Background: an optimization exercise with open tools, aiming at small area. Do not read the settings as production practice.
At most, simulation tests tie the RTL to the original design; equivalence was not proved.
For runs 1 to 4, only the layout was checked, not whether the RTL still works.
Power and IR drop assume default switching activity.

$ cat config.mk
export PLATFORM = sky130hd
export DESIGN_NAME = wb_slave
export DESIGN_NICKNAME = wb_slave
export VERILOG_FILES = /design/flow/design.v
export SDC_FILE = /design/flow/constraint.sdc
export NUM_CORES = 4
export LEC_CHECK = 0
export CAP_MARGIN = 20
export CORE_MARGIN = 2
export CORE_UTILIZATION = 40
export CTS_BUF_LIST = sky130_fd_sc_hd__clkbuf_4
export CTS_CLUSTER_SIZE = 50
export SLEW_MARGIN = 20
export SYNTH_HIERARCHICAL = 1
$ cat run.sh
#!/bin/bash
# synth_recipe.tcl (not shown) runs the flow's synth.tcl, then flattens the netlist and writes it again
# the make line also repeats each setting of config.mk as NAME=value (left out here)
make -C /OpenROAD-flow-scripts/flow DESIGN_CONFIG=/design/flow/config.mk WORK_HOME=/design/flow/orfs CLKGATE_MAP_FILE= SYNTH_SCRIPT=/design/flow/synth_recipe.tcl finish
$ cat design.v
`default_nettype none
module wb_slave #(
	parameter ADDR_WIDTH = 16,
	parameter DATA_WIDTH = 32,
	parameter GRANULE = 8,
	parameter REGISTER_NUM = 16,
	localparam SEL_WIDTH = DATA_WIDTH / GRANULE
	) (
	input  wire rst_i,
	input  wire clk_i,
	input  wire [ADDR_WIDTH-1:0] adr_i,
	input  wire [DATA_WIDTH-1:0] dat_i,
	output reg  [DATA_WIDTH-1:0] dat_o,
	input  wire [SEL_WIDTH-1:0]  sel_i,
	input  wire we_i,
	input  wire stb_i,
	output wire ack_o,
	output wire err_o,
	output wire stall_o,
	input  wire cyc_i
	);
	reg [1:0] state;
	reg [3:0] r_adr;
	reg r_oor;
	wire idle = ~state[1] & ~state[0];
	wire in_range = ~|adr_i[ADDR_WIDTH-1:4];
	always @(posedge clk_i) begin
		if (idle) begin
			r_adr <= adr_i[3:0];
			r_oor <= ~in_range;
		end
	end
	always @(posedge clk_i) begin
		state[1] <= ~rst_i & ((state[0] & ~state[1]) | (state[1] & ~state[0] & stb_i));
		state[0] <= ~rst_i & ((~state[1] & stb_i) | (state[1] & state[0]));
	end
	assign   ack_o = state[1] & ~r_oor;
	assign   err_o = state[1] & r_oor;
	assign stall_o = state[1] & state[0];
	wire wr = ~rst_i & idle & stb_i & we_i & in_range;
	wire [REGISTER_NUM-1:0] wdec, rdec, wrk;
	genvar gi, gb, gk;
	generate
		for (gi = 0; gi < REGISTER_NUM; gi = gi + 1) begin : g_dec
			assign wdec[gi] = (adr_i[3:0] == gi);
			assign rdec[gi] = (r_adr == gi);
			assign wrk[gi] = wr & wdec[gi];
		end
	endgenerate
	reg [DATA_WIDTH-1:0] register_value [0:REGISTER_NUM-1];
	wire [DATA_WIDTH-1:0] rd_v [0:13];
	wire [13:0] rd_s;
	generate
		for (gi = 0; gi < REGISTER_NUM; gi = gi + 1) begin : g_reg
			if (gi != 8 && gi != 9) begin : g_st
				localparam integer RI = (gi < 8) ? gi : gi - 2;
				assign rd_v[RI] = register_value[gi];
				assign rd_s[RI] = rdec[gi];
				for (gb = 0; gb < SEL_WIDTH; gb = gb + 1) begin : g_byte
					wire w, h;
					wb_byte_en u_en (.wrk(wrk[gi]), .sel(sel_i[gb]), .rst(rst_i), .w(w), .h(h));
					for (gk = 0; gk < GRANULE; gk = gk + 1) begin : g_bit
						wire nxt;
						wb_hold u_hold (
							.q(register_value[gi][gb*GRANULE+gk]),
							.d(dat_i[gb*GRANULE+gk]),
							.w(w), .h(h), .nxt(nxt));
						always @(posedge clk_i)
							register_value[gi][gb*GRANULE+gk] <= nxt;
					end
				end
			end
		end
		for (gk = 0; gk < DATA_WIDTH; gk = gk + 1) begin : g_rd
			wire o;
			wb_rdmux u_rd (
				.v({rd_v[13][gk], rd_v[12][gk], rd_v[11][gk], rd_v[10][gk],
				    rd_v[9][gk], rd_v[8][gk], rd_v[7][gk], rd_v[6][gk],
				    rd_v[5][gk], rd_v[4][gk], rd_v[3][gk], rd_v[2][gk],
				    rd_v[1][gk], rd_v[0][gk]}),
				.s(rd_s), .o(o));
			always @(*) dat_o[gk] = o;
		end
	endgenerate
endmodule
module wb_hold (
	input  wire q,
	input  wire d,
	input  wire w,
	input  wire h,
	output wire nxt
	);
	assign nxt = (q & h) | (d & w);
endmodule
module wb_byte_en (
	input  wire wrk,
	input  wire sel,
	input  wire rst,
	output wire w,
	output wire h
	);
	assign w = wrk & sel;
	assign h = ~(rst | w);
endmodule
module wb_rdmux (
	input  wire [13:0] v,
	input  wire [13:0] s,
	output wire o
	);
	wire [3:0] y;
	genvar g;
	generate
		for (g = 0; g < 4; g = g + 1) begin : g_aoi
			wb_aoi222 u_aoi (
				.a1(v[3*g]), .a2(s[3*g]), .b1(v[3*g+1]), .b2(s[3*g+1]),
				.c1(v[3*g+2]), .c2(s[3*g+2]), .y(y[g]));
		end
	endgenerate
	wb_rdout u_out (.y(y), .a1(v[12]), .a2(s[12]), .b1(v[13]), .b2(s[13]), .o(o));
endmodule
module wb_aoi222 (
	input  wire a1, a2, b1, b2, c1, c2,
	output wire y
	);
	assign y = ~((a1 & a2) | (b1 & b2) | (c1 & c2));
endmodule
module wb_rdout (
	input  wire [3:0] y,
	input  wire a1, a2, b1, b2,
	output wire o
	);
	assign o = ~&y | (a1 & a2) | (b1 & b2);
endmodule
`default_nettype wire
$ cat constraint.sdc
create_clock -name core_clock -period 5.0 [get_ports {clk_i}]
set_input_delay 1.0000 -clock core_clock [delete_from_list [all_inputs] [get_ports {clk_i}]]
set_output_delay 1.0000 -clock core_clock [all_outputs]
set_load 0.01 [all_outputs]
==> qor.yml, run 1 <==
tritoncts: "done"
rsz0062_at_grt: "false"
critPathLaunchType: "flop"
cts-buffers-inserted: 113
layout.cells.most_common_list: "dfxtp_1, a22o_1, clkbuf_4, a222oi_1, clkdlybuf4s50_1"
cts.clk_slew.worst_paths_ns: 0.06
grt.met1_usage_pct: 35.0
post-route-min-period_ns: 4.83
post_synth_net_total: 1357
vias_per_cell: 6.42
grt_busiest_layer: "met2"
ys_dominant_reg_cell: "dfxtp_1"
grt_util_all_layers_pct: 25.1
post_dp_cell_area_mm2: 0.0178
clock_root_buffer: "clkbuf_4"
fmaxAchievable_ghz: 0.207
dp.cells: 1929
residual_drc: 0
timing.setup.critical_path_class: "flop to primary output"
yosysTopAreaCellShare_pct: 55.9
max_cap_viol_count: 0
syn-cell-area_mm2: 0.0161
cellLeakagePower_nw: 7.25
grt_antenna_before_repair: 2
crit_buf_inv: 2
synth.largest_area_cell: "dfxtp_1"
run_status: "complete, no violations"
critical-path-top-delay-family: "simple AND/OR/NAND/NOR gates"
clkSinkCount: 455
layout.filler_cells: 3694
globalRouteMet2Util_pct: 38.0
async_reset_ff_share_pct: 0
synth_seq_area_share_pct: 56.8
mostFrequentLayoutCell: "dfxtp_1"
grt_start_max_net_pins: 59
crit_path_cell_trace: "nand2b_1, nor2_2, buf_4, a222oi_1, nand4_1, a221o_1, clkdlybuf4s50_1"
drt-pass1-iter-count: 9
htree_num_levels: 3
finClkSkew_ns: 0.0209
final_core_util_pct: 48.4
floorplan.io_pins: 92
max_slew.worst_pin.slew_ns: 1.14
timing.critical_path.arrival_ns: 3.83
gr-total-overflow: 0
worst_ir_drop_vdd_mv: 0.129
gp_congestion: 0.833
syn-instance-count: 1300
detailroute.via_count: 13667
cts_hold_buf: 0
design_area_mm2: 0.0192
power_mw: 6.93
clock_latency_on_the_worst_skew_pair_ns: 0.79
crit_slowest_cell: "nor2_2"
clock_tree.buffer_depth: 3
layout_worst_path_cycle_share_pct: 96.6
layout-drive-gt1-share_pct: 14.6
syn-mean-instance-area_um2: 12.4
final-hold-violation-count: 0
num-nets-final: 1576
synth.ff_latch_count: 455
totalNegativeSetupSlack_ns: 0
netlist-cell-type-count: 23
drtAntennaViolNets: 0
die-area_mm2: 0.0419
holdCritPathClass: "flop to flop"
number_of_global_route_vias_before_repair: 13212
globalRouteMet3Util_pct: 5.42
worst_slew_margin_rel_pct: 23.9
placement.io_buffers: 90
cp-end-kind: "primary output"
hpwlAfterDp_um: 34000
finalMaxSlewViolations: 0
post_synth_main_area_contributors: "dfxtp_1, a22o_1, a222oi_1"
route.detailed.wl_per_inst_um: 25.1
row_count: 73
power_density_mw_per_mm2: 361
cp_data_required_time_ns: 4.00
setup_viol: 0
worstPathMaxFanout: 19
crit_path_max_incr_delay_ns: 0.91
initial_core_util_pct: 40.6
yosys_warnings: 9
chipWidth_um: 205
initialDrtViolationCount: 1836
drt_wl_total_um: 53400
final_cells: 2130
placeable_area_mm2: 0.0397
synth_enable_flop_cells: 5
layout-area-overhead-vs-synth_pct: 19.2
grt_first_pass_wirelength_um: 80300
fp.dieH_um: 205
[modules after synthesis, one instance, submodules excluded, excerpt]
module      cell area [um2]  cells
wb_slave               9760    548
wb_rdout               16.3      2
wb_byte_en             11.3      2
wb_aoi222              10.0      1
wb_hold                8.76      1
[what timing repair did]
action,in CTS,in global routing
buffers inserted,0,0
endpoints found under the hold margin,0,0
endpoints found under the setup margin,0,1
gates resized for setup,0,1
[report_power, final]
group / switching, mW / internal [mW] / total (mW) / leakage (nW)
Clock: 1.49 / 1.48 / 2.97 / 0.812
Combinational: 0.250 / 0.0721 / 0.322 / 2.76
Sequential: 0.00734 / 3.63 / 3.64 / 3.67
Total: 1.74 / 5.19 / 6.93 / 7.25
[sequential cells by signal (all words and copies together) (netlist names)]
name,cells
register_value,448
r_adr,4
r_oor,1
state,2
[layer usage]
layer,part of all wire [%],routed length (um)
met2,46,24400
met4,2.1,1130
met1,44,23500
met5,0,0
met3,8.3,4410
[path summary, 6_finish.rpt]
kind / cells after the start / to / start / slack (ns)
max reg2reg: 6 / register_value[15][19]$_DFF_P_ / state[0]$_DFF_P_ / 2.20
max: 7 / dat_o[29] / r_adr[3]$_DFFE_PN_ / 0.17
min: 1 / register_value[1][14]$_DFF_P_ / register_value[1][14]$_DFF_P_ / 0.48
min reg2reg: 1 / register_value[1][14]$_DFF_P_ / register_value[1][14]$_DFF_P_ / 0.48
[synth_stat cells (all sizes together), types with 3 or more instances]
| cell | number |
|---|---|
| dfxtp | 450 |
| a22o | 448 |
| a222oi | 128 |
| a21oi | 58 |
| and2 | 58 |
| buf | 33 |
| a221o | 32 |
| nand4 | 32 |
| nor4 | 17 |
| nor2 | 12 |
| nand2b | 8 |
| edfxtp | 5 |
| nand2 | 5 |
| nor3 | 5 |
| or2 | 3 |
[final cells by class]
class | count | area [um2] | area share, %
clock buffers | 155 | 1160 | 6.05
diodes | 3 | 7.51 | 0.0391
multi-input cells | 810 | 6780 | 35.3
well taps | 525 | 657 | 3.42
clock inverters | 43 | 196 | 1.02
inverters | 1 | 3.75 | 0.0195
repair buffers | 138 | 1250 | 6.52
flip-flops and latches | 455 | 9160 | 47.7
[logic make-up after synthesis]
family	after synthesis	synth area share [%]
flops	455	56.8
simple gates	144	5.48
buf+inv	35	1.61
compound gates	666	36.1
[metrics by stage]
| step | setup WS [ns] | hold WS (ns) |
|---|---|---|
| finish | 0.172 | 0.484 |
| global route | 0.0276 | 0.495 |
| CTS | 0.129 | 0.488 |
| detailed placement | 0.753 | 0.470 |
| global placement | 0.747 | 0.466 |
| floorplan | 0.581 | 0.455 |
==> run 2: changes to the inputs <==
--- a/config.mk
+++ b/config.mk
@@ -8,7 +8,5 @@
 export CAP_MARGIN = 20
 export CORE_MARGIN = 2
 export CORE_UTILIZATION = 40
-export CTS_BUF_LIST = sky130_fd_sc_hd__clkbuf_4
-export CTS_CLUSTER_SIZE = 50
 export SLEW_MARGIN = 20
 export SYNTH_HIERARCHICAL = 1
==> run 2 against run 1 <==
Effect of this change:
- utilization rose by 0.43 points
- still clean
- first-iteration DRC count rose by 7.1%
- synthesized cell count did not move
- largest power group unchanged
- combinational power barely moved
- critical path type unchanged
==> qor.yml, run 2 <==
synth_compound_area_share_pct: 36.1
timing.setup.critical_path_class: "flop to primary output"
max_slew.worst_pin.slew_ns: 1.11
fp.dieH_um: 205
ys_dominant_reg_cell: "dfxtp_1"
power_report.internal_total_mw: 5.75
crit_path_cell_trace: "nand2b_1, nor2_2, buf_4, a222oi_1, nand4_1, a221o_1, clkdlybuf4s50_1"
finClkSkew_ns: 0.00564
power.share.combinational_pct: 4.3
worst_path_setup_slack_after_routing_ns: 0.345
antenna_cells_inserted: 0
power.share.switching_pct: 23.0
synth_seq_area_share_pct: 56.8
synth.largest_area_cell: "dfxtp_1"
reg_top3: "register_value x448, r_adr x4, state x2"
num-nets-final: 1510
crit_slowest_cell: "nor2_2"
power_density_mw_per_mm2: 385
cts-buffers-inserted: 47
cp_data_required_time_ns: 4.00
vias_per_cell: 6.61
grt_start_max_net_pins: 59
number_of_global_route_vias_before_repair: 12597
crit_path_max_incr_delay_ns: 0.83
final_worst_hold_slack_ns: 0.485
syn-cell-area_mm2: 0.0161
placeable_area_mm2: 0.0397
gp_congestion: 0.833
drtAntennaViolNets: 0
synth_adder_area_share_pct: 0
cp-end-kind: "primary output"
gr-total-overflow: 0
synth_enable_flop_cells: 5
drt-pass1-iter-count: 9
clock_latency_on_the_worst_skew_pair_ns: 0.58
worst_slew_margin_rel_pct: 25.6
total_switching_power_mw: 1.71
post_synth_main_area_contributors: "dfxtp_1, a22o_1, a222oi_1"
layout-drive-gt1-share_pct: 9.87
rsz0062_at_grt: "false"
yosys_warnings: 9
power_mw: 7.46
syn-mean-instance-area_um2: 12.4
initial_core_util_pct: 40.6
synth_xor_area_share_pct: 0
layout_worst_path_cycle_share_pct: 93.1
floorplan.io_pins: 92
clkSinkCount: 455
tritoncts: "done"
holdCritPathClass: "flop to flop"
cellLeakagePower_nw: 7.21
post-route-min-period_ns: 4.66
worstPathMaxFanout: 18
post_synth_net_total: 1357
row_count: 73
cts_hold_buf: 0
synth_top_family_by_area: "compound AO/OA/AOI/OAI gates"
dp_slack_ns: 0.753
totalNegativeSetupSlack_ns: 0
route.detailed.wl_per_inst_um: 26.2
cts_post_setup_buffers_inserted: 0
cts.clk_slew.worst_paths_ns: 0.06
async_reset_ff_share_pct: 0
die-area_mm2: 0.0419
netlist-cell-type-count: 23
critPathLaunchType: "flop"
worst_ir_drop_vdd_mv: 0.210
layout.cells.most_common_list: "dfxtp_1, a22o_1, a222oi_1, clkdlybuf4s50_1"
timing.critical_path.arrival_ns: 3.66
post_synth_most_frequent_cells: "dfxtp_1, a22o_1, a222oi_1"
synthMuxAreaShare_pct: 0
max_cap_viol_count: 0
clock_tree.buffer_depth: 3
syn-instance-count: 1300
grt_antenna_before_repair: 1
critical-path-top-delay-family: "simple AND/OR/NAND/NOR gates"
fmaxAchievable_ghz: 0.215
placement.io_buffers: 90
final-hold-violation-count: 0
yosys.cell_count.top_type: "dfxtp_1"
finalMaxSlewViolations: 0
initialDrtViolationCount: 1967
yosysTopAreaCellShare_pct: 55.9
postCtsResizedCells: 0
synth.ff_latch_count: 455
grt_util_all_layers_pct: 24.8
part_of_the_total_power_dissipated_in_sequential_elements_pct: 48.8
detailroute.via_count: 13312
setup_viol: 0
chipWidth_um: 205
clock_power_share_pct: 46.9
registers.top_by_ff_count: "register_value"
htree_num_levels: 2
layout-area-overhead-vs-synth_pct: 20.3
layout.filler_cells: 3559
grt_first_pass_wirelength_um: 79300
largest_reg_flops: 448
clock_root_buffer: "clkbuf_16"
residual_drc: 0
crit_buf_inv: 2
synth_simple_gate_area_share_pct: 5.48
drt_wl_total_um: 52800
mostFrequentLayoutCell: "dfxtp_1"
hpwlAfterDp_um: 34000
run_status: "complete, no violations"
run 2: cell counts after synthesis:
No cell type changed its count.
run 2: final timing paths:
kind | start | to | slack (ns) | depth (start not counted)
max | r_adr[0]$_DFFE_PN_ | dat_o[24] | 0.34 | 7
min | register_value[1][15]$_DFF_P_ | register_value[1][15]$_DFF_P_ | 0.48 | 1
max reg2reg | state[0]$_DFF_P_ | register_value[15][28]$_DFF_P_ | 2.16 | 6
min reg2reg | register_value[1][15]$_DFF_P_ | register_value[1][15]$_DFF_P_ | 0.48 | 1
run 2: per-stage QoR:
step | utilization [%] | cell area, um2 | std cells
final | 48.8 | 19400 | 2015
after global routing | 48.8 | 19400 | 2015
after CTS | 48.8 | 19400 | 2015
after detailed placement | 44.9 | 17800 | 1929
after global placement | 44.9 | 17800 | 1928
after floorplan | - | 16100 | 1300
run 2: kinds of logic (layout without fill, tap and decap cells):
kind of cell,after synthesis,after routing
AO/OA/AOI/OAI,666,666
AND/OR/NAND/NOR,144,144
flip-flops,455,455
buffers and inverters,35,225
run 2: worst reg2reg max path: cells and delay by family, from the launching register on:
family	cells	cell delay, ns
AO/OA/AOI/OAI	2	0.56
buffers and inverters	1	0.32
flip-flops	1	0.35
AND/OR/NAND/NOR	3	1.49
run 2: layout make-up:
cell class	instances	area, um2	area share, %
Tap cell	525	657	3.39
Timing Repair Buffer	138	1250	6.47
Inverter	1	3.75	0.0194
Clock inverter	18	146	0.755
Multi-Input combinational cell	810	6770	34.9
Sequential cell	455	9160	47.2
Clock buffer	68	1400	7.21
run 2: Yosys stat by module, one instance, submodules excluded, excerpt:
module | cell area [um2] | flops+latches | times used | cells
wb_aoi222 | 10.0 | 0 | 128 | 1
wb_byte_en | 11.3 | 0 | 56 | 2
wb_hold | 8.76 | 0 | 448 | 1
wb_rdout | 16.3 | 0 | 32 | 2
wb_slave | 9760 | 455 | 1 | 548
run 2: layer usage:
layer | vias up | wire length [um] | track usage [%]
met3 | 82 | 3780 | 3.83
li1 | 5933 | - | -
met2 | 550 | 24100 | 38.1
met5 | - | 17 | 0
met1 | 6745 | 23700 | 35.8
met4 | 2 | 1130 | 7.17
run 2: power by group through the flow:
stage | combinational (mW) | sequential, mW | clock, mW
after floorplan | 0.0950 | 3.72 | 0
after global placement | 0.312 | 3.72 | 0
after detailed placement | 0.315 | 3.72 | 0
after CTS | 0.316 | 3.64 | 3.55
after global routing | 0.337 | 3.64 | 3.69
final | 0.322 | 3.64 | 3.50
==> run 3: changes to the inputs <==
--- a/config.mk
+++ b/config.mk
@@ -8,5 +8,8 @@
 export CAP_MARGIN = 20
 export CORE_MARGIN = 2
 export CORE_UTILIZATION = 40
+export CTS_BUF_LIST = sky130_fd_sc_hd__clkbuf_16
+export CTS_CLUSTER_DIAMETER = 100
+export CTS_CLUSTER_SIZE = 30
 export SLEW_MARGIN = 20
 export SYNTH_HIERARCHICAL = 1
==> run 3 against run 2 <==
Effect of this change:
- largest power group unchanged
- synthesized area unchanged
- final area decreased by 5.1%
- sequential power about the same
- register-to-register slack improved by 0.04 ns
- critical endpoint unchanged
- critical path depth unchanged
- sequential share of layout area increased by 2.5 points
- via count decreased by 2.3%
- first-iteration DRC count decreased by 4.0%
- worst hold slack improved by 0.012 ns
- maximum frequency about the same
==> qor.yml, run 3 <==
run_status: "complete, no violations"
postCtsResizedCells: 0
chipWidth_um: 205
drtAntennaViolNets: 0
layout.filler_cells: 3644
placement.io_buffers: 90
floorplan.io_pins: 92
drt-pass1-iter-count: 7
layout-drive-gt1-share_pct: 6.44
synth.ff_latch_count: 455
grt_util_all_layers_pct: 24.0
holdCritPathClass: "flop to flop"
layout.cells.most_common_list: "dfxtp_1, a22o_1, a222oi_1, clkdlybuf4s50_1"
finClkSkew_ns: 0.0131
fp.dieH_um: 205
initial_core_util_pct: 40.6
synth_seq_area_share_pct: 56.8
post-route-min-period_ns: 4.66
crit_path_max_incr_delay_ns: 0.85
clock_root_buffer: "clkbuf_16"
setup_viol: 0
cellLeakagePower_nw: 6.72
grt.met1_usage_pct: 35.8
cts_hold_buf: 0
htree_num_levels: 1
vias_per_cell: 6.66
worst_slew_margin_rel_pct: 25.3
cp-end-kind: "primary output"
number_of_global_route_vias_before_repair: 12274
totalNegativeSetupSlack_ns: 0
layout_worst_path_cycle_share_pct: 93.2
grt_busiest_layer: "met2"
row_count: 73
largest_reg_flops: 448
fmaxAchievable_ghz: 0.215
hpwlAfterDp_um: 34000
num-nets-final: 1482
clkSinkCount: 455
post_synth_main_area_contributors: "dfxtp_1, a22o_1, a222oi_1"
timing.setup.critical_path_class: "flop to primary output"
final_core_util_pct: 46.3
yosys.cell_count.top_type: "dfxtp_1"
crit_buf_inv: 2
final-hold-violation-count: 0
post_synth_most_frequent_cells: "dfxtp_1, a22o_1, a222oi_1"
max_slew.worst_pin.slew_ns: 1.12
async_reset_ff_share_pct: 0
gp_congestion: 0.833
post_synth_net_total: 1357
rsz0062_at_grt: "false"
clock_latency_on_the_worst_skew_pair_ns: 0.54
critical-path-top-delay-family: "simple AND/OR/NAND/NOR gates"
cts-buffers-inserted: 19
mostFrequentLayoutCell: "dfxtp_1"
timing.critical_path.arrival_ns: 3.66
cp_data_required_time_ns: 4.00
worst_ir_drop_vdd_mv: 0.171
crit_path_cell_trace: "nand2b_1, nor2_2, buf_4, a222oi_1, nand4_1, a221o_1, clkdlybuf4s50_1"
route.detailed.wl_per_inst_um: 26.6
yosys_warnings: 9
cts.clk_slew.worst_paths_ns: 0.11
synth.largest_area_cell: "dfxtp_1"
tritoncts: "done"
crit_slowest_cell: "nor2_2"
critPathLaunchType: "flop"
cts_post_setup_buffers_inserted: 0
globalRouteMet3Util_pct: 2.82
power_density_mw_per_mm2: 321
detailroute.via_count: 13009
residual_drc: 0
gr-total-overflow: 0
layout-area-overhead-vs-synth_pct: 14.2
ys_dominant_reg_cell: "dfxtp_1"
placeable_area_mm2: 0.0397
drt_wl_total_um: 52000
initialDrtViolationCount: 1888
max_cap_viol_count: 0
syn-instance-count: 1300
globalRouteMet2Util_pct: 37.9
syn-cell-area_mm2: 0.0161
final_cells: 1953
grt_antenna_before_repair: 1
grt_start_max_net_pins: 59
dp.cells: 1929
finalMaxSlewViolations: 0
reg_top3: "register_value x448, r_adr x4, state x2"
grt_first_pass_wirelength_um: 77700
worstPathMaxFanout: 18
synth_enable_flop_cells: 5
yosysTopAreaCellShare_pct: 55.9
die-area_mm2: 0.0419
netlist-cell-type-count: 23
antenna_cells_inserted: 0
registers.top_by_ff_count: "register_value"
syn-mean-instance-area_um2: 12.4
clock_tree.buffer_depth: 3
==> run 3: final timing paths <==
check / from / slack [ns] / cells after the start / endpoint
setup / recovery: r_adr[0]$_DFFE_PN_ / 0.34 / 7 / dat_o[24]
hold / removal: register_value[15][25]$_DFF_P_ / 0.50 / 1 / register_value[15][25]$_DFF_P_
setup reg to reg: state[0]$_DFF_P_ / 2.20 / 6 / register_value[15][22]$_DFF_P_
hold reg to reg: register_value[15][25]$_DFF_P_ / 0.50 / 1 / register_value[15][25]$_DFF_P_
==> run 3: worst register-to-register path: cells and delay by family (launching register included) <==
family | cells | cell delay, ns
AOI/OAI and AO/OA | 2 | 0.55
buffers and inverters | 1 | 0.32
DFF | 1 | 0.36
and+or+nand+nor | 3 | 1.46
==> run 3: logic make-up (layout without fill, tap and decap cells) <==
family	count (synthesis)	count (layout)	synth area share, %
AO/OA/AOI/OAI	666	666	36.1
flip-flops	455	455	56.8
AND/OR/NAND/NOR	144	144	5.48
buffers and inverters	35	163	1.61
==> run 3: final cells by class <==
class	count	area, um2	share of cell area [%]
Clock buffer	19	475	2.58
Clock inverter	5	87.6	0.476
Inverter	1	3.75	0.0204
Multi-Input combinational cell	810	6770	36.8
Sequential cell	455	9160	49.8
Tap cell	525	657	3.57
Timing Repair Buffer	138	1250	6.81
==> run 3: layer usage <==
layer  wire, um  share of wire [%]  up-vias
met1      23500                 45     6594
met3       3740                7.2       44
li1           -                  -     5842
met2      24100                 46      527
met4        557                1.1        2
met5         13              0.025        -
==> run 3: modules after synthesis (local to each module, per instance), a selection <==
module | copies in the design | flops+latches | cells inside | area (um2)
wb_slave | 1 | 455 | 548 | 9760
wb_rdout | 32 | 0 | 2 | 16.3
wb_byte_en | 56 | 0 | 2 | 11.3
wb_aoi222 | 128 | 0 | 1 | 10.0
wb_hold | 448 | 0 | 1 | 8.76
==> run 3: through the flow <==
step	setup WS [ns]	instance area [um2]	hold WS [ns]	total power [mW]
global route	0.190	18400	0.507	6.10
floorplan	0.581	16100	0.455	3.82
CTS	0.377	18400	0.496	5.94
finish	0.342	18400	0.497	5.92
detailed placement	0.753	17800	0.470	4.04
global placement	0.747	17800	0.466	4.04
==> run 3: power by group <==
group          total (mW)  switching, mW  leakage [nW]  internal [mW]
clock                1.95           1.14         0.283          0.811
sequential           3.64        0.00736          3.67           3.63
combinational       0.321          0.250          2.76         0.0719
==> run 4: changes to the inputs <==
==> flow/run.sh (new file) <==
#!/bin/bash
# The standard layout (standard.sh, with its standard synthesis), with two
# changes passed to ORFS through its own variables:
#  - port buffers use the smallest buffer cell instead of the resizer's pick;
#  - clock tree: larger sink clusters of clkbuf_16 and no dummy loads.
# The full output of the run goes to layout.log in this folder; ORFS's per-step
# logs stay under orfs/logs/.
set -euo pipefail
export BUFFER_PORTS_ARGS="-buffer_cell sky130_fd_sc_hd__buf_1"
export CTS_ARGS="-sink_clustering_enable -repair_clock_nets -sink_clustering_size 30 -sink_clustering_max_diameter 100 -buf_list sky130_fd_sc_hd__clkbuf_16 -dont_use_dummy_load"
bash standard.sh > layout.log 2>&1
==> standard.sh (new file) <==
#!/bin/bash
# synth_recipe.tcl (not shown) runs the flow's synth.tcl, then flattens the netlist and writes it again
# the make line also repeats each setting of config.mk as NAME=value (left out here)
make -C /OpenROAD-flow-scripts/flow DESIGN_CONFIG=/design/flow/config.mk WORK_HOME=/design/flow/orfs CLKGATE_MAP_FILE= SYNTH_SCRIPT=/design/flow/synth_recipe.tcl "${@:-finish}"
removed: run.sh
==> run 4 against run 3 <==
Effect of this change:
- first-iteration DRC count down 3.2%
- non-clock buffer count down 9
- sequential power barely moved
- register-to-register slack improved by 0.04 ns
- global-route usage grew 0.095 points
- critical path depth unchanged
- synthesized area unchanged
- maximum frequency increased by 9.6%
- final area fell by 3.7%
- clock-buffer cell count stayed put
- critical path type unchanged
- critical endpoint is now dat_o[2]
- largest cell class unchanged
==> qor.yml, run 4 <==
worst_slew_margin_rel_pct: 21.6
fmaxAchievable_ghz: 0.235
clock_latency_on_the_worst_skew_pair_ns: 0.54
detailroute.via_count: 13029
max_slew.worst_pin.slew_ns: 1.17
ys_dominant_reg_cell: "dfxtp_1"
hold_depth: 1
registers.top_by_ff_count: "register_value"
post_dp_cell_area_mm2: 0.0172
initial_core_util_pct: 40.6
cp-end-kind: "primary output"
worst_reg2reg_path_endpoint: "register_value[5][25]$_DFF_P_"
grt_antenna_before_repair: 3
design_area_mm2: 0.0177
layout_worst_path_cycle_share_pct: 85.0
synth.ff_latch_count: 455
rsz0062_at_grt: "false"
hpwlAfterDp_um: 33500
post_synth_most_frequent_cells: "dfxtp_1, a22o_1, a222oi_1"
residual_drc: 0
syn-instance-count: 1300
finalMaxSlewViolations: 0
largest_reg_flops: 448
netlist-cell-type-count: 23
yosys_warnings: 9
power_density_mw_per_mm2: 323
grt_util_all_layers_pct: 24.1
mostFrequentLayoutCell: "dfxtp_1"
route.detailed.wl_per_inst_um: 26.9
placement.io_buffers: 90
gp_congestion: 0.817
post_synth_net_total: 1357
post_synth_main_area_contributors: "dfxtp_1, a22o_1, a222oi_1"
floorplan.io_pins: 92
synth_xor_area_share_pct: 0
clkSinkCount: 455
synthMuxAreaShare_pct: 0
synth_enable_flop_cells: 5
clock_tree.buffer_depth: 3
layout.cells.most_common_list: "dfxtp_1, a22o_1, a222oi_1, buf_1"
worst_path_setup_slack_after_routing_ns: 0.751
yosys.cell_count.top_type: "dfxtp_1"
layout-drive-gt1-share_pct: 6.01
reg_to_reg_slack_setup_ns: 2.24
drtAntennaViolNets: 0
timing.setup.critical_path_class: "flop to primary output"
run_status: "complete, no violations"
synth_adder_area_share_pct: 0
hold_wc_startpoint: "register_value[12][21]$_DFF_P_"
number_of_global_route_vias_before_repair: 12274
worst_hold_path.endpoint: "register_value[12][21]$_DFF_P_"
cts_post_setup_buffers_inserted: 0
layout.filler_cells: 3675
synth_compound_area_share_pct: 36.1
placeable_area_mm2: 0.0397
yosysTopAreaCellShare_pct: 55.9
holdCritPathClass: "flop to flop"
worstPathMaxFanout: 17
chipWidth_um: 205
clock_root_buffer: "clkbuf_16"
cts_hold_buf: 0
finClkSkew_ns: 0.0635
tritoncts: "done"
num-nets-final: 1473
synth.largest_area_cell: "dfxtp_1"
reg_top3: "register_value x448, r_adr x4, state x2"
layout-area-overhead-vs-synth_pct: 10.0
cellLeakagePower_nw: 6.41
postCtsResizedCells: 0
synth_seq_area_share_pct: 56.8
cp_data_required_time_ns: 4.00
cts-buffers-inserted: 19
timing.critical_path.arrival_ns: 3.25
vias_per_cell: 6.72
rr_startpoint: "state[0]$_DFF_P_"
syn-mean-instance-area_um2: 12.4
initialDrtViolationCount: 1828
setup_viol: 0
row_count: 73
final_core_util_pct: 44.6
r2r.worst_path.cells: 6
synth_top_family_by_area: "compound AO/OA/AOI/OAI gates"
syn-cell-area_mm2: 0.0161
critPathLaunchType: "flop"
cts.clk_slew.worst_paths_ns: 0.11
antenna_cells_inserted: 0
final-hold-violation-count: 0
fp.dieH_um: 205
gr-total-overflow: 0
max_cap_viol_count: 0
htree_num_levels: 1
dp_slack_ns: 1.10
drt-pass1-iter-count: 10
drt_wl_total_um: 52100
die-area_mm2: 0.0419
grt_first_pass_wirelength_um: 77500
totalNegativeSetupSlack_ns: 0
synth_simple_gate_area_share_pct: 5.48
post-route-min-period_ns: 4.25
final_worst_hold_slack_ns: 0.481
grt_start_max_net_pins: 59
async_reset_ff_share_pct: 0
worst_ir_drop_vdd_mv: 0.185
[run 4: cell counts after synthesis]
No cell type changed its count.
[run 4: worst max path at each step]
stage | startpoint | endpoint | slack, ns | depth (start not counted)
after global placement | adr_i[10] | register_value[4][25]$_DFF_P_ | 1.04 | 7
final | r_adr[2]$_DFFE_PN_ | dat_o[2] | 0.75 | 7
after CTS | r_adr[3]$_DFFE_PN_ | dat_o[12] | 0.78 | 7
after floorplan | r_adr[0]$_DFFE_PN_ | dat_o[0] | 0.58 | 5
after detailed placement | adr_i[10] | register_value[3][8]$_DFF_P_ | 1.10 | 7
after global routing | r_adr[3]$_DFFE_PN_ | dat_o[12] | 0.59 | 7
[run 4: critical path: stages (launching register included)]
cell,delay [ns]
edfxtp_1,0.56
nand2_1,0.26
nor2_2,0.76
buf_4,0.41
a222oi_1,0.18
nand4_1,0.20
a221o_1,0.15
buf_1,0.16
[run 4: area by class of cell]
cell class                      instances  area (um2)  share of cell area [%]
Multi-Input combinational cell        810        6790                    38.3
Timing Repair Buffer                  129         648                    3.65
Sequential cell                       455        9160                    51.6
Tap cell                              525         657                    3.70
Clock buffer                           19         475                    2.68
Inverter                                1        3.75                  0.0212
[run 4: per-layer routing]
metal	routed length, um	vias to the layer above	track usage, %
met1	23500	6620	35.6
met2	23300	515	36.1
met4	1150	6	6.26
met3	4130	75	4.09
met5	34	-	0
li1	-	5813	-
[run 4: kinds of logic after synthesis]
| group | count (synthesis) |
|---|---|
| AND/OR/NAND/NOR | 144 |
| flip-flops | 455 |
| AO/OA/AOI/OAI | 666 |
| buffers and inverters | 35 |
[run 4: per-module statistics from Yosys, one instance, submodules excluded, excerpt]
module      cells inside  area (um2)  flops+latches  copies in the design
wb_hold                1        8.76              0                   448
wb_rdout               2        16.3              0                    32
wb_slave             548        9760            455                     1
wb_byte_en             2        11.3              0                    56
wb_aoi222              1        10.0              0                   128
[run 4: report_power, final]
group          internal (mW)  switching (mW)  total, mW
logic                 0.0413           0.251      0.292
clock network          0.690            1.09       1.79
registers               3.63         0.00787       3.64
[run 4: through the flow]
stage                     total power, mW  instances
after global placement               4.00       1919
final                                5.72       1939
after detailed placement             4.01       1919
after CTS                            5.75       1938
after floorplan                      3.82       1300
after global routing                 5.90       1939
==> run 5: changes to the inputs <==
--- a/design.v
+++ b/design.v
@@ -38,13 +38,14 @@
 	assign   err_o = state[1] & r_oor;
 	assign stall_o = state[1] & state[0];
 	wire wr = ~rst_i & idle & stb_i & we_i & in_range;
-	wire [REGISTER_NUM-1:0] wdec, rdec, wrk;
+	wire [REGISTER_NUM-1:0] wdec, rdec, wrk_n;
+	wire [SEL_WIDTH-1:0] sel_n = ~sel_i;
 	genvar gi, gb, gk;
 	generate
 		for (gi = 0; gi < REGISTER_NUM; gi = gi + 1) begin : g_dec
 			assign wdec[gi] = (adr_i[3:0] == gi);
 			assign rdec[gi] = (r_adr == gi);
-			assign wrk[gi] = wr & wdec[gi];
+			assign wrk_n[gi] = ~(wr & wdec[gi]);
 		end
 	endgenerate
 	reg [DATA_WIDTH-1:0] register_value [0:REGISTER_NUM-1];
@@ -58,7 +59,7 @@
 				assign rd_s[RI] = rdec[gi];
 				for (gb = 0; gb < SEL_WIDTH; gb = gb + 1) begin : g_byte
 					wire w, h;
-					wb_byte_en u_en (.wrk(wrk[gi]), .sel(sel_i[gb]), .rst(rst_i), .w(w), .h(h));
+					wb_byte_en u_en (.wrk_n(wrk_n[gi]), .sel_n(sel_n[gb]), .rst(rst_i), .w(w), .h(h));
 					for (gk = 0; gk < GRANULE; gk = gk + 1) begin : g_bit
 						wire nxt;
 						wb_hold u_hold (
@@ -93,14 +94,21 @@
 	assign nxt = (q & h) | (d & w);
 endmodule
 module wb_byte_en (
-	input  wire wrk,
-	input  wire sel,
+	input  wire wrk_n,
+	input  wire sel_n,
 	input  wire rst,
 	output wire w,
 	output wire h
 	);
-	assign w = wrk & sel;
-	assign h = ~(rst | w);
+	wb_nor2 u_w (.a(wrk_n), .b(sel_n), .y(w));
+	wb_nor2 u_h (.a(rst), .b(w), .y(h));
+endmodule
+module wb_nor2 (
+	input  wire a,
+	input  wire b,
+	output wire y
+	);
+	assign y = ~(a | b);
 endmodule
 module wb_rdmux (
 	input  wire [13:0] v,
--- a/flow/run.sh
+++ b/flow/run.sh
@@ -7,5 +7,6 @@
 # logs stay under orfs/logs/.
 set -euo pipefail
 export BUFFER_PORTS_ARGS="-buffer_cell sky130_fd_sc_hd__buf_1"
+export GPL_KEEP_OVERFLOW=0
 export CTS_ARGS="-sink_clustering_enable -repair_clock_nets -sink_clustering_size 30 -sink_clustering_max_diameter 100 -buf_list sky130_fd_sc_hd__clkbuf_16 -dont_use_dummy_load"
 bash standard.sh > layout.log 2>&1
--- a/config.mk
+++ b/config.mk
@@ -7,7 +7,7 @@
 export LEC_CHECK = 0
 export CAP_MARGIN = 20
 export CORE_MARGIN = 2
-export CORE_UTILIZATION = 40
+export CORE_UTILIZATION = 65
 export CTS_BUF_LIST = sky130_fd_sc_hd__clkbuf_16
 export CTS_CLUSTER_DIAMETER = 100
 export CTS_CLUSTER_SIZE = 30
==> run 5 against run 4 <==
Effect of this change:
- die area decreased by 39%
- power decreased by 0.35%
- combinational power grew 2%
- largest power group unchanged
==> qor.yml, run 5 <==
run_status: "complete, no violations"
reg_top3: "register_value x448, r_adr x4, state x2"
clock_root_buffer: "clkbuf_16"
hold_wc_startpoint: "register_value[12][19]$_DFF_P_"
hold_depth: 1
floorplan.io_pins: 92
grt_start_max_net_pins: 32
synth_seq_area_share_pct: 57.5
placement.io_buffers: 90
number_of_global_route_vias_before_repair: 12358
timing.critical_path.arrival_ns: 3.21
drtAntennaViolNets: 0
chipWidth_um: 160
post_synth_main_area_contributors: "dfxtp_1, a22o_1, a222oi_1"
postCtsResizedCells: 0
crit_buf_inv: 3
power_report.internal_total_mw: 4.38
clkSinkCount: 455
worst_hold_path.endpoint: "register_value[12][19]$_DFF_P_"
worst_reg2reg_path_endpoint: "register_value[15][23]$_DFF_P_"
grt_antenna_before_repair: 2
layout-area-overhead-vs-synth_pct: 9.24
cellLeakagePower_nw: 6.40
critical-path-top-delay-family: "simple AND/OR/NAND/NOR gates"
netlist-cell-type-count: 23
hpwlAfterDp_um: 30900
layout-drive-gt1-share_pct: 4.62
crit_slowest_cell: "edfxtp_1"
cts-buffers-inserted: 19
multi_input_comb_area_mm2: 0.00657
final_cells: 1733
gr-total-overflow: 0
registers.top_by_ff_count: "register_value"
worst_ir_drop_vdd_mv: 0.308
layout.filler_cells: 1828
yosys.cell_count.top_type: "dfxtp_1"
crit_path_cell_trace: "nand2b_1, nor3_2, buf_6, buf_6, a222oi_1, nand4_1, a221o_1, buf_1"
cts.clk_slew.worst_paths_ns: 0.11
max_cap_viol_count: 0
reg_to_reg_slack_setup_ns: 1.68
yosys_warnings: 9
cts_post_setup_buffers_inserted: 0
timing.setup.critical_path_class: "flop to primary output"
tritoncts: "done"
rsz0062_at_grt: "false"
dp_slack_ns: 0.752
die-area_mm2: 0.0258
max_slew.worst_pin.slew_ns: 0.907
detailroute.via_count: 12977
residual_drc: 0
vias_per_cell: 7.49
finClkSkew_ns: 0.0614
power.share.switching_pct: 23.2
drt-pass1-iter-count: 10
grt_util_all_layers_pct: 35.3
clock_latency_on_the_worst_skew_pair_ns: 0.53
num-nets-final: 1466
syn-mean-instance-area_um2: 12.2
grt_first_pass_wirelength_um: 72000
mostFrequentLayoutCell: "dfxtp_1"
synth_enable_flop_cells: 5
syn-cell-area_mm2: 0.0159
final-hold-violation-count: 0
total_switching_power_mw: 1.32
crit_path_max_incr_delay_ns: 0.50
synth.largest_area_cell: "dfxtp_1"
r2r.worst_path.cells: 6
post-route-min-period_ns: 4.21
setup_viol: 0
part_of_the_total_power_dissipated_in_sequential_elements_pct: 63.9
fp.dieH_um: 160
power_mw: 5.70
regArea_mm2: 0.00916
yosysTopAreaCellShare_pct: 56.6
worst_path_setup_slack_after_routing_ns: 0.792
ys_dominant_reg_cell: "dfxtp_1"
row_count: 57
fmaxAchievable_ghz: 0.238
synth.ff_latch_count: 455
drt_wl_total_um: 47500
cts_hold_buf: 0
dp.cells: 1712
rr_startpoint: "state[1]$_DFF_P_"
critPathLaunchType: "flop"
final_worst_hold_slack_ns: 0.482
layout.cells.most_common_list: "dfxtp_1, a22o_1, a222oi_1, nor2_1, buf_1"
power.share.combinational_pct: 5.2
largest_reg_flops: 448
post_synth_net_total: 1362
initialDrtViolationCount: 2187
critical_path.startpoint: "r_adr[0]$_DFFE_PN_"
route.detailed.wl_per_inst_um: 27.4
worst_slew_margin_rel_pct: 39.5
htree_num_levels: 1
cp_data_required_time_ns: 4.00
finalMaxSlewViolations: 0
power_density_mw_per_mm2: 328
initial_core_util_pct: 65.8
timing.critical_path.mode_cell: "buf_6"
clock_tree.buffer_depth: 3
gp_congestion: 0.825
clock_power_share_pct: 30.9
placeable_area_mm2: 0.0242
holdCritPathClass: "flop to flop"
cp-end-kind: "primary output"
async_reset_ff_share_pct: 0
layout_worst_path_cycle_share_pct: 84.2
post_synth_most_frequent_cells: "dfxtp_1, a22o_1, a222oi_1"
worstPathMaxFanout: 10
syn-instance-count: 1305
[run 5: area by class of cell]
cell class | instances | area share (%)
sequential | 455 | 52.7
multi-input combinational | 810 | 37.8
timing repair buffer | 118 | 4.35
clock buffer | 19 | 2.73
tap | 324 | 2.33
inverter | 5 | 0.108
antenna | 2 | 0.0288
[run 5: Yosys stat by module, one instance, submodules excluded, excerpt]
module,flops+latches,copies in the design,cell area [um2]
wb_aoi222,0,128,10.0
wb_nor2,0,112,3.75
wb_hold,0,448,8.76
wb_rdout,0,32,16.3
wb_slave,455,1,9770
[run 5: kinds of logic after synthesis]
kind of cell           synth area share [%]
AO/OA/AOI/OAI                          34.8
buffers and inverters                  1.78
flip-flops                             57.5
AND/OR/NAND/NOR                        5.91
[run 5: power by group through the flow]
stage	logic (mW)	clock network, mW	registers [mW]
floorplan	0.0964	0	3.72
global placement	0.244	0	3.72
detailed placement	0.286	0	3.72
CTS	0.288	1.77	3.64
global route	0.309	1.89	3.64
finish	0.298	1.76	3.64
[run 5: worst max path at each step]
| stage | to | slack [ns] | cells past startpoint |
|---|---|---|---|
| final | dat_o[18] | 0.79 | 8 |
| after global routing | dat_o[16] | 0.72 | 8 |
| after CTS | dat_o[18] | 0.88 | 8 |
| after detailed placement | register_value[14][16]$_DFF_P_ | 0.75 | 7 |
| after global placement | dat_o[16] | -2.60 | 5 |
| after floorplan | dat_o[0] | 0.58 | 5 |
[run 5: per-stage QoR]
step                util (%)  instance area [um2]  TNS [ns]
CTS                     71.9                17400         0
global route            71.9                17400         0
floorplan                  -                15900         0
global placement        67.8                16400   -158.61
finish                  71.9                17400         0
detailed placement      69.9                16900         0
[run 5: routing by layer]
metal  vias to the layer above  GRT usage [%]  wire length [um]
met4                         0           10.7              1310
met2                       649           56.3             22000
met5                         -              0                 0
li1                       5751              -                 -
met1                      6496           50.1             19900
met3                        81           5.17              4340
==> run 6: changes to the inputs <==
--- a/config.mk
+++ b/config.mk
@@ -7,7 +7,7 @@
 export LEC_CHECK = 0
 export CAP_MARGIN = 20
 export CORE_MARGIN = 2
-export CORE_UTILIZATION = 65
+export CORE_UTILIZATION = 40
 export CTS_BUF_LIST = sky130_fd_sc_hd__clkbuf_16
 export CTS_CLUSTER_DIAMETER = 100
 export CTS_CLUSTER_SIZE = 30
==> run 6 against run 5 <==
Effect of this change:
- worst hold slack improved by 0.0044 ns
- register-to-register slack got worse by 0.09 ns
- critical path type unchanged
- final area rose by 1.5%
- synthesized area did not move
- largest cell class unchanged
- largest power group unchanged
- combinational power rose by 4%
- first-iteration DRC count fell by 22%
- worst setup slack got worse by 0.016 ns
==> qor.yml, run 6 <==
layout_worst_path_cycle_share_pct: 84.5
drt-pass1-iter-count: 9
gr-total-overflow: 0
post_synth_net_total: 1362
post-route-min-period_ns: 4.22
critical-path-top-delay-family: "simple AND/OR/NAND/NOR gates"
initial_core_util_pct: 40.2
layout.filler_cells: 3650
hold_wc_startpoint: "register_value[12][29]$_DFF_P_"
grt_antenna_before_repair: 0
largest_reg_flops: 448
async_reset_ff_share_pct: 0
setup_viol: 0
final-hold-violation-count: 0
postCtsResizedCells: 0
r2r.worst_path.cells: 6
timing.critical_path.arrival_ns: 3.22
placement.io_buffers: 90
clock_root_buffer: "clkbuf_16"
final_core_util_pct: 44.6
layout.cells.most_common_list: "dfxtp_1, a22o_1, a222oi_1, nor2_1, buf_1"
post_synth_main_area_contributors: "dfxtp_1, a22o_1, a222oi_1"
die-area_mm2: 0.0414
gp_congestion: 0.794
timing.critical_path.mode_cell: "buf_6"
num-nets-final: 1467
synth_seq_area_share_pct: 57.5
hold_depth: 1
row_count: 73
rsz0062_at_grt: "false"
tritoncts: "done"
fmaxAchievable_ghz: 0.237
grt_util_all_layers_pct: 24.1
antenna_cells_inserted: 0
htree_num_levels: 1
worstSetupPathDepth: 8
power_density_mw_per_mm2: 325
chipWidth_um: 203
max_slew.worst_pin.slew_ns: 0.982
clkSinkCount: 455
cellLeakagePower_nw: 6.41
yosys.cell_count.top_type: "dfxtp_1"
cp_data_required_time_ns: 4.00
number_of_global_route_vias_before_repair: 12438
cts.clk_slew.worst_paths_ns: 0.11
residual_drc: 0
regArea_mm2: 0.00916
route.detailed.wl_per_inst_um: 26.6
cts_hold_buf: 0
worst_ir_drop_vdd_mv: 0.178
finalMaxSlewViolations: 0
finClkSkew_ns: 0.0573
clock_tree.buffer_depth: 3
placeable_area_mm2: 0.0395
yosysTopAreaCellShare_pct: 56.6
synth.ff_latch_count: 455
crit_slowest_cell: "nor3_2"
worst_reg2reg_path_endpoint: "register_value[15][6]$_DFF_P_"
max_cap_viol_count: 0
rr_startpoint: "state[1]$_DFF_P_"
mostFrequentLayoutCell: "dfxtp_1"
holdCritPathClass: "flop to flop"
clock_latency_on_the_worst_skew_pair_ns: 0.54
timing.setup.critical_path_class: "flop to primary output"
syn-instance-count: 1305
reg_top3: "register_value x448, r_adr x4, state x2"
grt_first_pass_wirelength_um: 77500
reg_to_reg_slack_setup_ns: 1.59
worst_hold_path.endpoint: "register_value[12][29]$_DFF_P_"
detailroute.via_count: 12858
fp.dieH_um: 203
worstPathMaxFanout: 10
crit_path_cell_trace: "nand2b_1, nor3_2, buf_6, buf_6, a222oi_1, nand4_1, a221o_1, buf_1"
cts-buffers-inserted: 19
hpwlAfterDp_um: 33400
worst_slew_margin_rel_pct: 34.5
post_synth_most_frequent_cells: "dfxtp_1, a22o_1, a222oi_1"
ys_dominant_reg_cell: "dfxtp_1"
cp-end-kind: "primary output"
registers.top_by_ff_count: "register_value"
syn-mean-instance-area_um2: 12.2
synth.largest_area_cell: "dfxtp_1"
yosys_warnings: 9
grt_start_max_net_pins: 31
multi_input_comb_area_mm2: 0.00657
floorplan.io_pins: 92
netlist-cell-type-count: 23
power_mw: 5.74
layout-drive-gt1-share_pct: 4.69
crit_path_max_incr_delay_ns: 0.75
cts_post_setup_buffers_inserted: 0
crit_buf_inv: 3
synth_enable_flop_cells: 5
initialDrtViolationCount: 1711
totalNegativeSetupSlack_ns: 0
drt_wl_total_um: 51500
syn-cell-area_mm2: 0.0159
drtAntennaViolNets: 0
run_status: "complete, no violations"
vias_per_cell: 6.65
critPathLaunchType: "flop"
layout-area-overhead-vs-synth_pct: 10.9
## run 6: stage by stage
step	cell area (um2)	worst slack, ns	std cells	hold slack, ns
floorplan	15900	0.581	1305	0.455
global placement	16600	-2.82	1885	0.466
detailed placement	17200	0.616	1914	0.470
CTS	17600	0.781	1933	0.489
global route	17600	0.667	1933	0.509
finish	17600	0.776	1933	0.486
## run 6: layer usage
metal | routed length, um | track usage [%]
met1 | 23000 | 34.5
met2 | 23800 | 38.5
met3 | 3510 | 3.13
met4 | 1200 | 5.97
met5 | 0 | 0
## run 6: final cells by class
cell class                      count  share of cell area (%)
Sequential cell                   455                    51.9
Multi-Input combinational cell    810                    37.2
Timing Repair Buffer              119                    4.37
Tap cell                          525                    3.72
Clock buffer                       19                    2.69
Inverter                            5                   0.106
## run 6: Yosys stat by module (local to each module, per instance), a selection
module     cells  times used  flops+latches
wb_rdout       2          32              0
wb_nor2        1         112              0
wb_slave     553           1            455
wb_aoi222      1         128              0
wb_hold        1         448              0
## run 6: worst max-delay path by stage
| stage | startpoint | to |
|---|---|---|
| 3_5_place_dp | rst_i | register_value[15][6]$_DFF_P_ |
| 6_report | r_adr[0]$_DFFE_PN_ | dat_o[25] |
| 2_1_floorplan | r_adr[0]$_DFFE_PN_ | dat_o[0] |
| 3_3_place_gp | r_adr[1]$_DFFE_PN_ | dat_o[5] |
| 5_1_grt | r_adr[0]$_DFFE_PN_ | dat_o[25] |
| 4_1_cts | r_adr[3]$_DFFE_PN_ | dat_o[25] |
## run 6: logic make-up after synthesis
logic type      Yosys count  share of synthesized area [%]
compound gates          610                           34.8
buf+inv                  40                           1.78
flops                   455                           57.5
simple gates            200                           5.91
## run 6: power by group
part	switching [mW]	leakage [nW]	internal, mW	total (mW)
combinational	0.251	2.50	0.0575	0.309
clock	1.10	0.234	0.690	1.79
sequential	0.00750	3.67	3.63	3.64
==> run 7: changes to the inputs <==
--- a/flow/run.sh
+++ b/flow/run.sh
@@ -7,6 +7,5 @@
 # logs stay under orfs/logs/.
 set -euo pipefail
 export BUFFER_PORTS_ARGS="-buffer_cell sky130_fd_sc_hd__buf_1"
-export GPL_KEEP_OVERFLOW=0
 export CTS_ARGS="-sink_clustering_enable -repair_clock_nets -sink_clustering_size 30 -sink_clustering_max_diameter 100 -buf_list sky130_fd_sc_hd__clkbuf_16 -dont_use_dummy_load"
 bash standard.sh > layout.log 2>&1
==> run 7 against run 6 <==
Effect of this change:
- still clean on timing, DRC and antenna
- power decreased by 0.58%
- synthesized cell count is the same
- sequential share of layout area decreased by 0.35 points
- final cell count rose by 2.6%
- via count is 0.71% higher
- die area is the same
- worst setup slack better by 0.026 ns
- combinational power decreased by 9.4%
- worst hold slack got worse by 0.00054 ns
- critical path depth down 1
- non-clock buffer count is 48 higher
- clock skew rose by 0.0015 ns
- critical path type unchanged
- highest routed layer unchanged
==> qor.yml, run 7 <==
drt_wl_total_um: 50800
yosysTopAreaCellShare_pct: 56.6
yosys.cell_count.top_type: "dfxtp_1"
cellLeakagePower_nw: 6.60
htree_num_levels: 1
num-nets-final: 1515
netlist-cell-type-count: 23
hold_wc_startpoint: "register_value[12][27]$_DFF_P_"
fp.dieH_um: 203
clock_root_buffer: "clkbuf_16"
route.detailed.wl_per_inst_um: 25.6
clock_tree.buffer_depth: 3
fmaxAchievable_ghz: 0.238
run_status: "complete, no violations"
rr_startpoint: "state[1]$_DFF_P_"
gr-total-overflow: 0
timing.critical_path.arrival_ns: 3.20
finClkSkew_ns: 0.0588
placeable_area_mm2: 0.0395
floorplan.io_pins: 92
placement.io_buffers: 90
largest_reg_flops: 448
detailroute.via_count: 12949
gp_congestion: 0.802
power.share.switching_pct: 23.5
row_count: 73
synth.largest_area_cell: "dfxtp_1"
drt-pass1-iter-count: 9
post_synth_most_frequent_cells: "dfxtp_1, a22o_1, a222oi_1"
synth_enable_flop_cells: 5
critical_path.startpoint: "r_adr[3]$_DFFE_PN_"
power.share.combinational_pct: 4.9
grt_antenna_before_repair: 3
ys_dominant_reg_cell: "dfxtp_1"
residual_drc: 0
clock_latency_on_the_worst_skew_pair_ns: 0.55
grt_util_all_layers_pct: 23.7
final-hold-violation-count: 0
cts_hold_buf: 0
cts.clk_slew.worst_paths_ns: 0.11
hpwlAfterDp_um: 32800
setup_viol: 0
cp_data_required_time_ns: 4.00
part_of_the_total_power_dissipated_in_sequential_elements_pct: 63.8
registers.top_by_ff_count: "register_value"
worst_ir_drop_vdd_mv: 0.183
die-area_mm2: 0.0414
critPathLaunchType: "flop"
layout-drive-gt1-share_pct: 7.83
post-route-min-period_ns: 4.20
async_reset_ff_share_pct: 0
grt_first_pass_wirelength_um: 76200
max_cap_viol_count: 0
dp_slack_ns: 1.20
tritoncts: "done"
worst_slew_margin_rel_pct: 32.9
finalMaxSlewViolations: 0
final_cells: 1984
postCtsResizedCells: 0
final_worst_hold_slack_ns: 0.486
syn-cell-area_mm2: 0.0159
drtAntennaViolNets: 0
reg_top3: "register_value x448, r_adr x4, state x2"
timing.setup.critical_path_class: "flop to primary output"
cts_post_setup_buffers_inserted: 0
post_synth_main_area_contributors: "dfxtp_1, a22o_1, a222oi_1"
synth.ff_latch_count: 455
dp.cells: 1962
max_slew.worst_pin.slew_ns: 1.00
yosys_warnings: 9
clock_power_share_pct: 31.3
power_density_mw_per_mm2: 321
rsz0062_at_grt: "false"
layout-area-overhead-vs-synth_pct: 11.6
syn-mean-instance-area_um2: 12.2
chipWidth_um: 203
layout_worst_path_cycle_share_pct: 84.0
grt_start_max_net_pins: 59
number_of_global_route_vias_before_repair: 12350
totalNegativeSetupSlack_ns: 0
cts-buffers-inserted: 19
clkSinkCount: 455
synth_seq_area_share_pct: 57.5
post_synth_net_total: 1362
layout.cells.most_common_list: "dfxtp_1, a22o_1, a222oi_1, nor2_1, buf_1"
worst_path_setup_slack_after_routing_ns: 0.802
mostFrequentLayoutCell: "dfxtp_1"
initialDrtViolationCount: 1639
cp-end-kind: "primary output"
power_report.internal_total_mw: 4.36
worstPathMaxFanout: 17
total_switching_power_mw: 1.34
vias_per_cell: 6.53
holdCritPathClass: "flop to flop"
syn-instance-count: 1305
initial_core_util_pct: 40.2
[run 7: cell types whose count changed in the layout (fill, tap and decap cells not counted), moves of 4 or more]
| cell | before | now |
|---|---|---|
| buf_4 | 4 | 77 |
| buf_6 | 13 | 0 |
| buf_16 | 8 | 0 |
| nor2_2 | 0 | 7 |
| nor2_4 | 9 | 2 |
| buf_2 | 4 | 0 |
[run 7: final timing paths]
path                                    endpoint  slack (ns)  cells after the start
hold / removal    register_value[12][27]$_DFF_P_        0.49                      1
setup reg to reg   register_value[1][23]$_DFF_P_        2.00                      6
hold reg to reg   register_value[12][27]$_DFF_P_        0.49                      1
setup / recovery                       dat_o[18]        0.80                      7
[run 7: layout make-up]
class / count / area, um2
repair buffers: 167 / 917
flip-flops and latches: 455 / 9160
multi-input cells: 810 / 6530
inverters: 5 / 18.8
well taps: 525 / 657
diodes: 3 / 7.51
clock buffers: 19 / 475
fillers: 3657 / 21800
[run 7: logic make-up (layout without fill, tap and decap cells)]
| group | Yosys count | in the layout | share of synthesized area [%] |
|---|---|---|---|
| AOI/OAI and AO/OA | 610 | 610 | 34.8 |
| buffers and inverters | 40 | 191 | 1.78 |
| DFF | 455 | 455 | 57.5 |
| other | 0 | 3 | 0 |
| and+or+nand+nor | 200 | 200 | 5.91 |
[run 7: worst max-delay path, stage by stage (launching register included)]
cell and delay [ns]:
edfxtp_1 0.54, nand2b_1 0.31, nor2_2 0.76, buf_4 0.39
a222oi_1 0.22, nand4_1 0.16, a221o_1 0.14, buf_1 0.16
[run 7: per-stage QoR]
step                util [%]  instance area (um2)  total power, mW
finish                  44.9                17800             5.71
global route            44.9                17800             5.88
CTS                     44.9                17800             5.72
detailed placement      43.7                17300             4.00
global placement        43.7                17300             4.00
floorplan                  -                15900             3.82
[run 7: layer usage]
metal,part of all wire [%],vias to the layer above,GRT usage (%)
met2,46,509,37.9
met4,2.5,0,6.20
met1,45,6518,34.1
li1,-,5851,-
met3,6.5,71,2.48
met5,0,-,0
[run 7: per-module statistics from Yosys, one instance, submodules excluded, a selection]
module | cell area (um2) | copies in the design
wb_rdout | 16.3 | 32
wb_slave | 9770 | 1
wb_nor2 | 3.75 | 112
wb_hold | 8.76 | 448
wb_aoi222 | 10.0 | 128
[run 7: power by group through the flow]
stage / clock [mW] / sequential, mW / combinational (mW)
finish: 1.78 / 3.64 / 0.280
CTS: 1.81 / 3.64 / 0.275
global placement: 0 / 3.72 / 0.272
global route: 1.94 / 3.64 / 0.293
floorplan: 0 / 3.72 / 0.0964
detailed placement: 0 / 3.72 / 0.274
==> run 8: changes to the inputs <==
--- a/flow/run.sh
+++ b/flow/run.sh
@@ -7,5 +7,5 @@
 # logs stay under orfs/logs/.
 set -euo pipefail
 export BUFFER_PORTS_ARGS="-buffer_cell sky130_fd_sc_hd__buf_1"
-export CTS_ARGS="-sink_clustering_enable -repair_clock_nets -sink_clustering_size 30 -sink_clustering_max_diameter 100 -buf_list sky130_fd_sc_hd__clkbuf_16 -dont_use_dummy_load"
+export CTS_ARGS="-sink_clustering_enable -repair_clock_nets -sink_clustering_size 25 -sink_clustering_max_diameter 150 -buf_list sky130_fd_sc_hd__clkbuf_16 -dont_use_dummy_load"
 bash standard.sh > layout.log 2>&1
==> run 8 against run 7 <==
Effect of this change:
- still clean on timing, DRC and antenna
- register-to-register slack better by 0.02 ns
- synthesized cell count did not move
- clock skew shrank 0.0087 ns
- utilization grew 0.19 points
- power up 2.0%
- critical path type unchanged
- critical endpoint is now dat_o[25]
- largest cell class unchanged
- largest power group unchanged
- highest routed layer unchanged
==> qor.yml, run 8 <==
clock_root_buffer: "clkbuf_16"
syn-mean-instance-area_um2: 12.2
residual_drc: 0
detailroute.via_count: 12942
post_synth_most_frequent_cells: "dfxtp_1, a22o_1, a222oi_1"
hold_depth: 1
registers.top_by_ff_count: "register_value"
placeable_area_mm2: 0.0395
async_reset_ff_share_pct: 0
final_core_util_pct: 45.1
synth_enable_flop_cells: 5
layout-area-overhead-vs-synth_pct: 12.1
max_slew.worst_pin.slew_ns: 1.01
finalMaxSlewViolations: 0
power_density_mw_per_mm2: 326
power_mw: 5.82
number_of_global_route_vias_before_repair: 12360
grt_busiest_layer: "met2"
placement.io_buffers: 90
syn-instance-count: 1305
totalNegativeSetupSlack_ns: 0
drt-pass1-iter-count: 10
initialDrtViolationCount: 1611
yosys.cell_count.top_type: "dfxtp_1"
gp_congestion: 0.802
setup_viol: 0
crit_path_cell_trace: "nand2_1, nor2_2, buf_4, a222oi_1, nand4_1, a221o_1, buf_1"
cellLeakagePower_nw: 6.64
timing.critical_path.arrival_ns: 3.22
crit_path_max_incr_delay_ns: 0.75
floorplan.io_pins: 92
initial_core_util_pct: 40.2
grt_start_max_net_pins: 59
rr_startpoint: "state[1]$_DFF_P_"
route.detailed.wl_per_inst_um: 25.6
cts_hold_buf: 0
cp_data_required_time_ns: 4.00
rsz0062_at_grt: "false"
final_cells: 1987
layout.cells.most_common_list: "dfxtp_1, a22o_1, a222oi_1, nor2_1, buf_1"
vias_per_cell: 6.51
globalRouteMet3Util_pct: 2.81
hold_wc_startpoint: "register_value[13][26]$_DFF_P_"
largest_reg_flops: 448
drtAntennaViolNets: 0
num-nets-final: 1518
post-route-min-period_ns: 4.22
cts.clk_slew.worst_paths_ns: 0.10
synth_seq_area_share_pct: 57.5
run_status: "complete, no violations"
reg_top3: "register_value x448, r_adr x4, state x2"
postCtsResizedCells: 0
worst_slew_margin_rel_pct: 32.2
grt_util_all_layers_pct: 23.7
post_synth_main_area_contributors: "dfxtp_1, a22o_1, a222oi_1"
grt_first_pass_wirelength_um: 76100
worst_hold_path.endpoint: "register_value[13][26]$_DFF_P_"
max_cap_viol_count: 0
dp.cells: 1962
final-hold-violation-count: 0
worst_ir_drop_vdd_mv: 0.187
yosys_warnings: 9
syn-cell-area_mm2: 0.0159
mostFrequentLayoutCell: "dfxtp_1"
r2r.worst_path.cells: 6
yosysTopAreaCellShare_pct: 56.6
grt_antenna_before_repair: 3
worstPathMaxFanout: 17
reg_to_reg_slack_setup_ns: 2.02
row_count: 73
post_dp_cell_area_mm2: 0.0173
holdCritPathClass: "flop to flop"
chipWidth_um: 203
layout_worst_path_cycle_share_pct: 84.4
die-area_mm2: 0.0414
post_synth_net_total: 1362
synth.ff_latch_count: 455
layout-drive-gt1-share_pct: 8.02
clock_latency_on_the_worst_skew_pair_ns: 0.54
cts-buffers-inserted: 22
cts_post_setup_buffers_inserted: 0
tritoncts: "done"
clock_tree.buffer_depth: 3
worst_reg2reg_path_endpoint: "register_value[1][22]$_DFF_P_"
globalRouteMet2Util_pct: 38.0
clkSinkCount: 455
drt_wl_total_um: 50900
design_area_mm2: 0.0178
fp.dieH_um: 203
hpwlAfterDp_um: 32800
synth.largest_area_cell: "dfxtp_1"
crit_slowest_cell: "nor2_2"
netlist-cell-type-count: 23
timing.setup.critical_path_class: "flop to primary output"
cp-end-kind: "primary output"
gr-total-overflow: 0
finClkSkew_ns: 0.0501
ys_dominant_reg_cell: "dfxtp_1"
htree_num_levels: 1
critPathLaunchType: "flop"
grt.met1_usage_pct: 34.1
fmaxAchievable_ghz: 0.237
## run 8: layout make-up
cell class | instances | area (um2)
Fill cell | 3662 | 21700
Sequential cell | 455 | 9160
Multi-Input combinational cell | 810 | 6530
Timing Repair Buffer | 167 | 917
Tap cell | 525 | 657
Clock buffer | 22 | 551
Inverter | 5 | 18.8
Antenna cell | 3 | 7.51
## run 8: metrics by stage
step           hold WS, ns  setup WS [ns]
2_1_floorplan        0.455          0.581
3_3_place_gp         0.465           1.23
3_5_place_dp         0.470           1.20
4_1_cts              0.483          0.795
5_1_grt              0.504          0.651
6_report             0.483          0.780
## run 8: kinds of logic (layout without fill, tap and decap cells)
logic type	Yosys count	count (layout)	share of synthesized area [%]
AOI/OAI and AO/OA	610	610	34.8
DFF	455	455	57.5
and+or+nand+nor	200	200	5.91
buffers and inverters	40	194	1.78
other	0	3	0
## run 8: Yosys stat by module (local to each module, per instance), a selection
module | cells inside | flip-flops and latches | cell area, um2 | copies in the design
wb_aoi222 | 1 | 0 | 10.0 | 128
wb_hold | 1 | 0 | 8.76 | 448
wb_nor2 | 1 | 0 | 3.75 | 112
wb_rdout | 2 | 0 | 16.3 | 32
wb_slave | 553 | 455 | 9770 | 1
## run 8: metal layers
metal	share of wire (%)	wire (um)	up-vias
li1	-	-	5866
met1	45	22900	6522
met2	46	23300	489
met3	7.0	3540	65
met4	2.2	1110	0
met5	0	0	-
## run 8: worst max-delay path by stage
stage | from | end | slack [ns] | cells after the start
6_report | r_adr[0]$_DFFE_PN_ | dat_o[25] | 0.78 | 7
5_1_grt | r_adr[3]$_DFFE_PN_ | dat_o[19] | 0.65 | 7
4_1_cts | r_adr[0]$_DFFE_PN_ | dat_o[25] | 0.80 | 7
3_5_place_dp | adr_i[10] | register_value[1][18]$_DFF_P_ | 1.20 | 7
3_3_place_gp | adr_i[10] | register_value[1][21]$_DFF_P_ | 1.23 | 7
2_1_floorplan | r_adr[0]$_DFFE_PN_ | dat_o[0] | 0.58 | 5
## run 8: critical path, delay by kind of cell, from the launching register on
family	cells	cell delay, ns
flip-flops	1	0.50
AND/OR/NAND/NOR	3	1.14
AO/OA/AOI/OAI	2	0.45
buffers and inverters	2	0.58
## run 8: report_power, final
group	internal (mW)	total (mW)	switching (mW)
logic	0.0401	0.279	0.239
registers	3.63	3.64	0.00751
clock network	0.790	1.90	1.11
total	4.46	5.82	1.36

re-timing with driven ports:
The flow's constraints put no driver on any port. The routed layouts listed below were extracted and timed again, unchanged, in two steps.
Step 1, drivers: a clkbuf_16 drives clk_i and a buf_2 each remaining input, both assumed.
Step 2 times the ports against the registers' clock, not the clock port: input delays grow and output delays shrink by t, the midpoint of the rising clock arrivals with the driver on.
Three values: no drivers, after step 1, after step 2; two values: the first two.
| run | t, ns | setup WS [ns] | hold WS [ns] | worst register clock-pin slew, ns | worst slew at a driven data input, ns |
|---|---|---|---|---|---|
| run 1 | 0.833 | 0.172 / 0.125 / 0.763 | 0.484 / 0.484 / 0.484 | 0.07 / 0.07 | 0.08 |
| run 2 | 0.631 | 0.345 / 0.287 / 0.716 | 0.485 / 0.485 / 0.485 | 0.06 / 0.06 | 0.08 |
| run 3 | 0.587 | 0.342 / 0.288 / 0.770 | 0.497 / 0.497 / 0.497 | 0.12 / 0.12 | 0.08 |
| run 4 | 0.568 | 0.751 / 0.694 / 1.180 | 0.481 / 0.481 / 0.481 | 0.12 / 0.12 | 0.10 |
| run 5 | 0.560 | 0.792 / 0.738 / 0.676 | 0.482 / 0.482 / 0.482 | 0.11 / 0.11 | 0.09 |
| run 6 | 0.568 | 0.776 / 0.720 / 0.574 | 0.486 / 0.486 / 0.486 | 0.12 / 0.12 | 0.12 |
| run 7 | 0.577 | 0.802 / 0.747 / 1.109 | 0.486 / 0.486 / 0.486 | 0.12 / 0.12 | 0.10 |
| run 8 | 0.576 | 0.780 / 0.724 / 1.140 | 0.483 / 0.483 / 0.483 | 0.10 / 0.10 | 0.10 |
After both steps every run listed still meets setup and hold. For run 6, which loses most, drivers alone change the setup slack by -0.056 ns; drivers and shift together by -0.202 ns.
